Background: an optimization exercise with open tools, aiming at small area, a short achievable clock period and few clock cycles per item. Do not read the settings as production practice.
Power is estimated from default activity; no workload was simulated.

==> job 3201 <==
==> flow/design.v (excerpt) <==
module geofence ( clk,reset,X,Y,valid,is_inside);
  input clk;
  input reset;
  input [9:0] X;
  input [9:0] Y;
  output reg valid;
  output reg is_inside;
  reg  [16:0] st;                       
  reg  [9:0]  px, py;                   
  reg  [9:0]  rx, ry;                   
  reg  [10:0] v0x, v0y;                 
  reg  [10:0] max_, may, mbx, mby, mcx, mcy;   
  reg  [10:0] uax, uay, ubx, uby;       
  reg  [10:0] vqx, vqy;                 
  reg  [10:0] ax, ay, bx, by;           
  reg         has_a, has_b, hit;
  reg         g3, g4, g5, gop;          
  reg         ok_ab, ok_5, fast;       
  wire [10:0] dx1 = {1'b0, rx} - {1'b0, px};
  wire [10:0] dy1 = {1'b0, ry} - {1'b0, py};
  wire [9:0]  dx2 = px - rx;
  wire [9:0]  dy2 = py - ry;
  wire [10:0] vx = {dx1[10], dx1[10] ? dx2 : dx1[9:0]};
  wire [10:0] vy = {dy1[10], dy1[10] ? dy2 : dy1[9:0]};
  wire neg;
  xsm u (.clk(clk), .ax(uax), .ay(uay), .bx(ubx), .by(uby), .neg(neg));
  wire r_init = (st[5]);          
  wire r_cmp  = (st[8]) | (st[10]) | (st[12]);
  wire repl = r_cmp & (neg | (gop ? ~has_b : ~has_a));    
  wire set_a = (r_init & ~neg) | (repl & ~gop);
  wire set_b = (r_init & neg) | (repl & gop);
  reg  [10:0] ua_ex, ua_ey, ub_ex, ub_ey, vq_ex, vq_ey;
  reg         ta, tb;                   
  always @(*) begin
    ua_ex = vx; ua_ey = vy; ub_ex = v0x; ub_ey = v0y; vq_ex = vqx; vq_ey = vqy;
    ta = 1'b0; tb = 1'b0;
    case (1'b1)
      st[3]: begin vq_ex = vx; vq_ey = vy; end                           
      st[6]: begin ua_ex = ax; ua_ey = ay; ub_ex = max_; ub_ey = may;    
                   vq_ex = max_; vq_ey = may; end
      st[7]: begin ua_ex = mcx; ua_ey = mcy; end                         
      st[8]: begin vq_ex = mbx; vq_ey = mby;                             
                   if (g3) begin ua_ex = mbx; ua_ey = mby; ub_ex = bx; ub_ey = by; tb = gop; end
                   else    begin ua_ex = ax; ua_ey = ay; ub_ex = mbx; ub_ey = mby; ta = ~gop; end
             end
      st[9]: begin ua_ex = max_; ua_ey = may; end                        
  ...
==> module geofence, before the edit <==
module geofence ( clk,reset,X,Y,valid,is_inside);
  input clk;
  input reset;
  input [9:0] X;
  input [9:0] Y;
  output reg valid;
  output reg is_inside;
  reg  [16:0] st;                       
  reg  [9:0]  px, py;                   
  reg  [9:0]  rx, ry;                   
  reg  [10:0] v0x, v0y;                 
  reg  [10:0] max_, may, mbx, mby, mcx, mcy;   
  reg  [10:0] uax, uay, ubx, uby;       
  reg  [10:0] vqx, vqy;                 
  reg  [10:0] ax, ay, bx, by;           
  reg         has_a, has_b, hit;
  reg         g3, g4, g5, gop;          
  reg         ok_ab, ok_5, fast;       
  wire [10:0] dx1 = {1'b0, rx} - {1'b0, px};
  wire [10:0] dy1 = {1'b0, ry} - {1'b0, py};
  wire [9:0]  dx2 = px - rx;
  wire [9:0]  dy2 = py - ry;
  wire [10:0] vx = {dx1[10], dx1[10] ? dx2 : dx1[9:0]};
  wire [10:0] vy = {dy1[10], dy1[10] ? dy2 : dy1[9:0]};
  wire neg;
  xsm u (.clk(clk), .ax(uax), .ay(uay), .bx(ubx), .by(uby), .neg(neg));
  wire r_init = (st[5]);          
  wire r_cmp  = (st[8]) | (st[10]) | (st[12]);
  wire repl = r_cmp & (neg | (gop ? ~has_b : ~has_a));    
  wire set_a = (r_init & ~neg) | (repl & ~gop);
  wire set_b = (r_init & neg) | (repl & gop);
  reg  [10:0] ua_ex, ua_ey, ub_ex, ub_ey, vq_ex, vq_ey;
  reg         ta, tb;                   
  always @(*) begin
    ua_ex = vx; ua_ey = vy; ub_ex = v0x; ub_ey = v0y; vq_ex = vqx; vq_ey = vqy;
    ta = 1'b0; tb = 1'b0;
    case (1'b1)
      st[3]: begin vq_ex = vx; vq_ey = vy; end                           
      st[6]: begin ua_ex = ax; ua_ey = ay; ub_ex = max_; ub_ey = may;    
                   vq_ex = max_; vq_ey = may; end
      st[7]: begin ua_ex = mcx; ua_ey = mcy; end                         
      st[8]: begin vq_ex = mbx; vq_ey = mby;                             
                   if (g3) begin ua_ex = mbx; ua_ey = mby; ub_ex = bx; ub_ey = by; tb = gop; end
                   else    begin ua_ex = ax; ua_ey = ay; ub_ex = mbx; ub_ey = mby; ta = ~gop; end
             end
      st[9]: begin ua_ex = max_; ua_ey = may; end                        
      st[10]: begin vq_ex = mcx; vq_ey = mcy;                             
                   if (g4) begin ua_ex = mcx; ua_ey = mcy; ub_ex = bx; ub_ey = by; tb = gop; end
                   else    begin ua_ex = ax; ua_ey = ay; ub_ex = mcx; ub_ey = mcy; ta = ~gop; end
             end
      st[11]: begin ua_ex = bx; ua_ey = by; ub_ex = max_; ub_ey = may; end   
      st[12]: begin ua_ex = bx; ua_ey = by; ub_ex = ax; ub_ey = ay;       
                   ta = gop; tb = ~gop; end
      st[13]: begin if (g5) begin ua_ex = max_; ua_ey = may; ub_ex = ax; ub_ey = ay; end
                   else    begin ua_ex = bx; ua_ey = by; ub_ex = max_; ub_ey = may; end
             end
      default: ;
    endcase
  end
  wire r6 = (st[6]) & neg;        
  wire r11 = (st[11]) & neg;      
  wire take_a = repl & ta;
  wire take_b = repl & tb;
  wire [10:0] uax_n = take_a ? vqx : ((r6 | r11) ? max_ : ua_ex);
  wire [10:0] uay_n = take_a ? vqy : ((r6 | r11) ? may : ua_ey);
  wire [10:0] ubx_n = take_b ? vqx : (r6 ? bx : r11 ? ax : ub_ex);
  wire [10:0] uby_n = take_b ? vqy : (r6 ? by : r11 ? ay : ub_ey);
  wire gop_n = (st[6]) ? neg : (st[8]) ? g3 : (st[10]) ? g4 : gop;
  wire has_o = g5 ? has_a : has_b;
  wire res = has_o & (hit | (fast ? (ok_5 | (has_a & has_b & ~neg)) : (ok_ab | ~neg)));
  wire fin = fast ? (st[14]) : (st[15]);
  always @(posedge clk or posedge reset) begin
    if (reset) begin
      st <= 17'd1;
    end else begin
      st <= (st[16] || (fast && st[15])) ? 17'd1 : {st[15:0], 1'b0};
    end
  end
  always @(posedge clk) begin
    valid <= fin;
    is_inside <= res;
    rx <= X; ry <= Y;
    if (st[0]) begin px <= X; py <= Y; end
    if (st[2]) begin v0x <= vx; v0y <= vy; end
    if (st[4] | st[7]) begin max_ <= vx; may <= vy; end    
    if (st[5]) begin mbx <= vx; mby <= vy; end                    
    if (st[6]) begin mcx <= vx; mcy <= vy; end                    
    uax <= uax_n; uay <= uay_n; ubx <= ubx_n; uby <= uby_n;
    vqx <= vq_ex; vqy <= vq_ey;
    gop <= gop_n;
    if (set_a) begin ax <= vqx; ay <= vqy; end
    if (set_b) begin bx <= vqx; by <= vqy; end
    if (r_init) begin has_a <= ~neg; has_b <= neg; end
    else if (repl) begin if (gop) has_b <= 1'b1; else has_a <= 1'b1; end
    if (st[7]) g3 <= neg;
    if (st[9]) g4 <= neg;
    if (st[11]) begin g5 <= neg; fast <= (neg == g4); end
    if (st[13]) ok_5 <= ~neg;
    if (st[14]) ok_ab <= has_a & has_b & ~neg;
    if (st[2]) hit <= 1'b0;
    else if ((st[3] | st[4] | st[5] | st[6] | st[7]) && rx == px && ry == py) hit <= 1'b1;
  end
endmodule
clock: 12.0 ns
lec_check: 0
cap_margin: 20
core_margin: 2
core_utilization: 70
slew_margin: 20
synth_hierarchical: 1
synth_minimum_keep_size: 0
standard.sh (not shown) runs the stock make flow with config.mk's settings and CLKGATE_MAP_FILE= SYNTH_SCRIPT=/design/flow/synth_recipe.tcl, a recipe that flattens the netlist after the stock synthesis.
==> flow/flow/run.sh <==
#!/bin/bash
set -euo pipefail
bash standard.sh SETUP_SLACK_MARGIN=8.5 finish > standard.log 2>&1
==> job 5770: changes against job 3201 <==
--- a/flow/design.v
+++ b/flow/design.v
@@ -7,5 +7,4 @@
   output reg is_inside;
-  reg  [16:0] st;                       
+  reg  [16:1] st;                       
   reg  [9:0]  px, py;                   
-  reg  [9:0]  rx, ry;                   
   reg  [10:0] v0x, v0y;                 
@@ -18,12 +17,9 @@
   reg         ok_ab, ok_5, fast;       
-  wire [10:0] dx1 = {1'b0, rx} - {1'b0, px};
-  wire [10:0] dy1 = {1'b0, ry} - {1'b0, py};
-  wire [9:0]  dx2 = px - rx;
-  wire [9:0]  dy2 = py - ry;
-  wire [10:0] vx = {dx1[10], dx1[10] ? dx2 : dx1[9:0]};
-  wire [10:0] vy = {dy1[10], dy1[10] ? dy2 : dy1[9:0]};
+  wire [10:0] vx, vy;
+  smdiff u_dx (.a(X), .b(px), .v(vx));
+  smdiff u_dy (.a(Y), .b(py), .v(vy));
   wire neg;
   xsm u (.clk(clk), .ax(uax), .ay(uay), .bx(ubx), .by(uby), .neg(neg));
-  wire r_init = (st[5]);          
-  wire r_cmp  = (st[8]) | (st[10]) | (st[12]);
+  wire r_init = st[5];          
+  wire r_cmp  = st[8] | st[10] | st[12];
   wire repl = r_cmp & (neg | (gop ? ~has_b : ~has_a));    
@@ -34,6 +30,5 @@
   always @(*) begin
-    ua_ex = vx; ua_ey = vy; ub_ex = v0x; ub_ey = v0y; vq_ex = vqx; vq_ey = vqy;
+    ua_ex = max_; ua_ey = may; ub_ex = v0x; ub_ey = v0y; vq_ex = vqx; vq_ey = vqy;
     ta = 1'b0; tb = 1'b0;
     case (1'b1)
-      st[3]: begin vq_ex = vx; vq_ey = vy; end                           
       st[6]: begin ua_ex = ax; ua_ey = ay; ub_ex = max_; ub_ey = may;    
@@ -59,19 +54,25 @@
   end
-  wire r6 = (st[6]) & neg;        
-  wire r11 = (st[11]) & neg;      
+  wire r6 = st[6] & neg;          
+  wire r11 = st[11] & neg;        
   wire take_a = repl & ta;
   wire take_b = repl & tb;
-  wire [10:0] uax_n = take_a ? vqx : ((r6 | r11) ? max_ : ua_ex);
-  wire [10:0] uay_n = take_a ? vqy : ((r6 | r11) ? may : ua_ey);
+  wire [10:0] uax_r = take_a ? vqx : ((r6 | r11) ? max_ : ua_ex);
+  wire [10:0] uay_r = take_a ? vqy : ((r6 | r11) ? may : ua_ey);
+  wire use_v = st[3] | st[4] | st[5];
+  wire [10:0] uax_n, uay_n, vqx_n, vqy_n;
+  mux11 u_mux_ax (.s(use_v), .a(vx), .b(uax_r), .y(uax_n));
+  mux11 u_mux_ay (.s(use_v), .a(vy), .b(uay_r), .y(uay_n));
+  mux11 u_mux_qx (.s(st[3]), .a(vx), .b(vq_ex), .y(vqx_n));    
+  mux11 u_mux_qy (.s(st[3]), .a(vy), .b(vq_ey), .y(vqy_n));
   wire [10:0] ubx_n = take_b ? vqx : (r6 ? bx : r11 ? ax : ub_ex);
   wire [10:0] uby_n = take_b ? vqy : (r6 ? by : r11 ? ay : ub_ey);
-  wire gop_n = (st[6]) ? neg : (st[8]) ? g3 : (st[10]) ? g4 : gop;
+  wire gop_n = st[6] ? neg : st[8] ? g3 : st[10] ? g4 : gop;
   wire has_o = g5 ? has_a : has_b;
   wire res = has_o & (hit | (fast ? (ok_5 | (has_a & has_b & ~neg)) : (ok_ab | ~neg)));
-  wire fin = fast ? (st[14]) : (st[15]);
+  wire fin = fast ? st[14] : st[15];
   always @(posedge clk or posedge reset) begin
     if (reset) begin
-      st <= 17'd1;
+      st <= 16'd1;
     end else begin
-      st <= (st[16] || (fast && st[15])) ? 17'd1 : {st[15:0], 1'b0};
+      st <= valid ? 16'd1 : {st[15:1], 1'b0};
     end
@@ -81,10 +82,9 @@
     is_inside <= res;
-    rx <= X; ry <= Y;
-    if (st[0]) begin px <= X; py <= Y; end
+    if (st[1]) begin px <= X; py <= Y; end
     if (st[2]) begin v0x <= vx; v0y <= vy; end
-    if (st[4] | st[7]) begin max_ <= vx; may <= vy; end    
-    if (st[5]) begin mbx <= vx; mby <= vy; end                    
-    if (st[6]) begin mcx <= vx; mcy <= vy; end                    
+    if (st[4] | st[7]) begin max_ <= vx; may <= vy; end        
+    if (st[5]) begin mbx <= vx; mby <= vy; end                      
+    if (st[6]) begin mcx <= vx; mcy <= vy; end                      
     uax <= uax_n; uay <= uay_n; ubx <= ubx_n; uby <= uby_n;
-    vqx <= vq_ex; vqy <= vq_ey;
+    vqx <= vqx_n; vqy <= vqy_n;
     gop <= gop_n;
@@ -100,5 +100,13 @@
     if (st[2]) hit <= 1'b0;
-    else if ((st[3] | st[4] | st[5] | st[6] | st[7]) && rx == px && ry == py) hit <= 1'b1;
+    else if ((st[3] | st[4] | st[5] | st[6] | st[7]) && X == px && Y == py) hit <= 1'b1;
   end
 endmodule
+module smdiff (input [9:0] a, input [9:0] b, output [10:0] v);
+  wire [10:0] d1 = {1'b0, a} - {1'b0, b};
+  wire [9:0]  d2 = b - a;
+  assign v = {d1[10], d1[10] ? d2 : d1[9:0]};
+endmodule
+module mux11 (input s, input [10:0] a, input [10:0] b, output [10:0] y);
+  assign y = s ? a : b;
+endmodule
 module xsm (input clk, input [10:0] ax, input [10:0] ay, input [10:0] bx, input [10:0] by, output neg);
==> job 2691: changes against job 3201 <==
--- a/flow/design.v
+++ b/flow/design.v
@@ -7,3 +7,3 @@
   output reg is_inside;
-  reg  [16:0] st;                       
+  reg  [4:0]  cnt;
   reg  [9:0]  px, py;                   
@@ -17,3 +17,3 @@
   reg         g3, g4, g5, gop;          
-  reg         ok_ab, ok_5, fast;       
+  reg         ok_ab;
   wire [10:0] dx1 = {1'b0, rx} - {1'b0, px};
@@ -26,4 +26,4 @@
   xsm u (.clk(clk), .ax(uax), .ay(uay), .bx(ubx), .by(uby), .neg(neg));
-  wire r_init = (st[5]);          
-  wire r_cmp  = (st[8]) | (st[10]) | (st[12]);
+  wire r_init = (cnt == 5'd5);          
+  wire r_cmp  = (cnt == 5'd8) | (cnt == 5'd10) | (cnt == 5'd12);
   wire repl = r_cmp & (neg | (gop ? ~has_b : ~has_a));    
@@ -36,8 +36,8 @@
     ta = 1'b0; tb = 1'b0;
-    case (1'b1)
-      st[3]: begin vq_ex = vx; vq_ey = vy; end                           
-      st[6]: begin ua_ex = ax; ua_ey = ay; ub_ex = max_; ub_ey = may;    
+    case (cnt)
+      5'd3:  begin vq_ex = vx; vq_ey = vy; end                           
+      5'd6:  begin ua_ex = ax; ua_ey = ay; ub_ex = max_; ub_ey = may;    
                    vq_ex = max_; vq_ey = may; end
-      st[7]: begin ua_ex = mcx; ua_ey = mcy; end                         
-      st[8]: begin vq_ex = mbx; vq_ey = mby;                             
+      5'd7:  begin ua_ex = mcx; ua_ey = mcy; end                         
+      5'd8:  begin vq_ex = mbx; vq_ey = mby;                             
                    if (g3) begin ua_ex = mbx; ua_ey = mby; ub_ex = bx; ub_ey = by; tb = gop; end
@@ -45,4 +45,4 @@
              end
-      st[9]: begin ua_ex = max_; ua_ey = may; end                        
-      st[10]: begin vq_ex = mcx; vq_ey = mcy;                             
+      5'd9:  begin ua_ex = max_; ua_ey = may; end                        
+      5'd10: begin vq_ex = mcx; vq_ey = mcy;                             
                    if (g4) begin ua_ex = mcx; ua_ey = mcy; ub_ex = bx; ub_ey = by; tb = gop; end
@@ -50,6 +50,5 @@
              end
-      st[11]: begin ua_ex = bx; ua_ey = by; ub_ex = max_; ub_ey = may; end   
-      st[12]: begin ua_ex = bx; ua_ey = by; ub_ex = ax; ub_ey = ay;       
+      5'd12: begin ua_ex = bx; ua_ey = by; ub_ex = ax; ub_ey = ay;       
                    ta = gop; tb = ~gop; end
-      st[13]: begin if (g5) begin ua_ex = max_; ua_ey = may; ub_ex = ax; ub_ey = ay; end
+      5'd13: begin if (g5) begin ua_ex = max_; ua_ey = may; ub_ex = ax; ub_ey = ay; end
                    else    begin ua_ex = bx; ua_ey = by; ub_ex = max_; ub_ey = may; end
@@ -59,19 +58,17 @@
   end
-  wire r6 = (st[6]) & neg;        
-  wire r11 = (st[11]) & neg;      
+  wire r6 = (cnt == 5'd6) & neg;        
   wire take_a = repl & ta;
   wire take_b = repl & tb;
-  wire [10:0] uax_n = take_a ? vqx : ((r6 | r11) ? max_ : ua_ex);
-  wire [10:0] uay_n = take_a ? vqy : ((r6 | r11) ? may : ua_ey);
-  wire [10:0] ubx_n = take_b ? vqx : (r6 ? bx : r11 ? ax : ub_ex);
-  wire [10:0] uby_n = take_b ? vqy : (r6 ? by : r11 ? ay : ub_ey);
-  wire gop_n = (st[6]) ? neg : (st[8]) ? g3 : (st[10]) ? g4 : gop;
+  wire [10:0] uax_n = take_a ? vqx : (r6 ? max_ : ua_ex);
+  wire [10:0] uay_n = take_a ? vqy : (r6 ? may : ua_ey);
+  wire [10:0] ubx_n = take_b ? vqx : (r6 ? bx : ub_ex);
+  wire [10:0] uby_n = take_b ? vqy : (r6 ? by : ub_ey);
+  wire gop_n = (cnt == 5'd6) ? neg : (cnt == 5'd8) ? g3 : (cnt == 5'd10) ? g4 : gop;
   wire has_o = g5 ? has_a : has_b;
-  wire res = has_o & (hit | (fast ? (ok_5 | (has_a & has_b & ~neg)) : (ok_ab | ~neg)));
-  wire fin = fast ? (st[14]) : (st[15]);
+  wire res = has_o & (hit | ok_ab | ~neg);
   always @(posedge clk or posedge reset) begin
     if (reset) begin
-      st <= 17'd1;
+      cnt <= 5'd0;
     end else begin
-      st <= (st[16] || (fast && st[15])) ? 17'd1 : {st[15:0], 1'b0};
+      cnt <= (cnt == 5'd16) ? 5'd0 : cnt + 5'd1;
     end
@@ -79,10 +76,10 @@
   always @(posedge clk) begin
-    valid <= fin;
+    valid <= (cnt == 5'd15);
     is_inside <= res;
     rx <= X; ry <= Y;
-    if (st[0]) begin px <= X; py <= Y; end
-    if (st[2]) begin v0x <= vx; v0y <= vy; end
-    if (st[4] | st[7]) begin max_ <= vx; may <= vy; end    
-    if (st[5]) begin mbx <= vx; mby <= vy; end                    
-    if (st[6]) begin mcx <= vx; mcy <= vy; end                    
+    if (cnt == 5'd0) begin px <= X; py <= Y; end
+    if (cnt == 5'd2) begin v0x <= vx; v0y <= vy; end
+    if (cnt == 5'd4 || cnt == 5'd7) begin max_ <= vx; may <= vy; end    
+    if (cnt == 5'd5) begin mbx <= vx; mby <= vy; end                    
+    if (cnt == 5'd6) begin mcx <= vx; mcy <= vy; end                    
     uax <= uax_n; uay <= uay_n; ubx <= ubx_n; uby <= uby_n;
@@ -94,9 +91,8 @@
     else if (repl) begin if (gop) has_b <= 1'b1; else has_a <= 1'b1; end
-    if (st[7]) g3 <= neg;
-    if (st[9]) g4 <= neg;
-    if (st[11]) begin g5 <= neg; fast <= (neg == g4); end
-    if (st[13]) ok_5 <= ~neg;
-    if (st[14]) ok_ab <= has_a & has_b & ~neg;
-    if (st[2]) hit <= 1'b0;
-    else if ((st[3] | st[4] | st[5] | st[6] | st[7]) && rx == px && ry == py) hit <= 1'b1;
+    if (cnt == 5'd7) g3 <= neg;
+    if (cnt == 5'd9) g4 <= neg;
+    if (cnt == 5'd11) g5 <= neg;
+    if (cnt == 5'd14) ok_ab <= has_a & has_b & ~neg;
+    if (cnt == 5'd2) hit <= 1'b0;
+    else if (cnt >= 5'd3 && cnt <= 5'd7 && rx == px && ry == py) hit <= 1'b1;
   end
==> comparison <==
Job 3201 completed with no timing, DRC or antenna violations. Job 2691 finished clean. Job 5770 produced a clean layout.
Non-clock buffer count: job 3201 is lower than job 5770 (67).
The lowest register-to-register slack belongs to job 5770, the highest to job 2691.
Between job 5770 and job 2691, the lower core utilization is in job 2691 (gap 5.8 points).
The lowest die area belongs to job 2691, the highest to job 3201.
The highest worst hold slack belongs to job 2691, the lowest to job 3201.
Against job 5770, the synthesized cell count of job 2691 is smaller by 21%.
Of job 5770 and job 2691, job 2691 has the higher total power (gap about 33%, measured against job 2691).
Combinational power: job 5770 < job 3201 < job 2691.
The lowest clock skew belongs to job 2691, the highest to job 3201.
==> figures <==
item	job 5770	job 3201	job 2691
Final min period	4.11 ns	3.71 ns	3.56 ns
Outcome	complete, no violations	complete, no violations	complete, no violations
Multi-input combinational gate total	1520	1535	1130
Total Wirelength	79500 µm	73000 µm	51300 µm
Multi-input gate area in the final layout	0.0145 mm²	0.0131 mm²	0.0102 mm²
Reported combinational group power	185 µW	973 µW	1180 µW
Worst slack at placement	6.39 ns	7.05 ns	7.45 ns
Fraction of layout instances using a drive strength above 1	26.2%	13.4%	12.5%
Number of global-route vias before repair	18.9k	19.0k	14.0k
Mux contribution to synthesized area	8.85%	6.29%	0.700%
Number of diodes	1	3	0
Number of non-filler instances in the completed layout	2543	2507	1989
Commonest non-fill, non-tap cell in the layout	sky130_fd_sc_hd__nand2_1	-	sky130_fd_sc_hd__nand2_1
Headroom to the max-slew limit	18.5%	18.0%	26.7%
Detailed route wirelength on metal2	34900 µm	31800 µm	24800 µm
Proportion of power drawn by flip-flops and latches	45.7%	39.4%	37.3%
Via-to-Cell Ratio	7.61	7.50	7.02
Sw Ratio	23.5%	30.6%	31.3%
Wire length on met3	12000 µm	10800 µm	6200 µm
Function was not checked in any run of this note: the RTL went through the layout flow alone.

## port drivers added, routing unchanged
How much do the figures lean on ideal ports? The routed layouts below were timed once more, with nothing changed but the port constraints.
Step 1 sets driving cells, clkbuf_16 on the clock port and buf_2 on the other inputs (assumed; they add their load-dependent delay and slew).
Step 2 moves the port delays by t, midway between the first and last clock arrival at a register: inputs arrive t later, outputs are due t later. That takes back most of the time a late clock gives input paths.
a / b / c = ideal ports / drivers / drivers and shift; a / b = the first two.
run	shift t [ns]	setup slack, ns	clock arrival spread, ns	slew at the worst register clock pin (ns)	pins driven straight from the clock port
job 3201	0.581	8.290 / 8.290 / 8.290	0.037 / 0.038	0.07 / 0.07	1
job 5770	0.593	7.890 / 7.890 / 7.324	0.036 / 0.036	0.06 / 0.06	1
job 2691	0.565	8.441 / 8.441 / 8.441	0.028 / 0.029	0.07 / 0.07	1
After both steps setup and hold are still met in every run listed. For job 5770, which loses most, drivers alone change the setup slack by 0.000 ns; drivers and shift together by -0.566 ns.
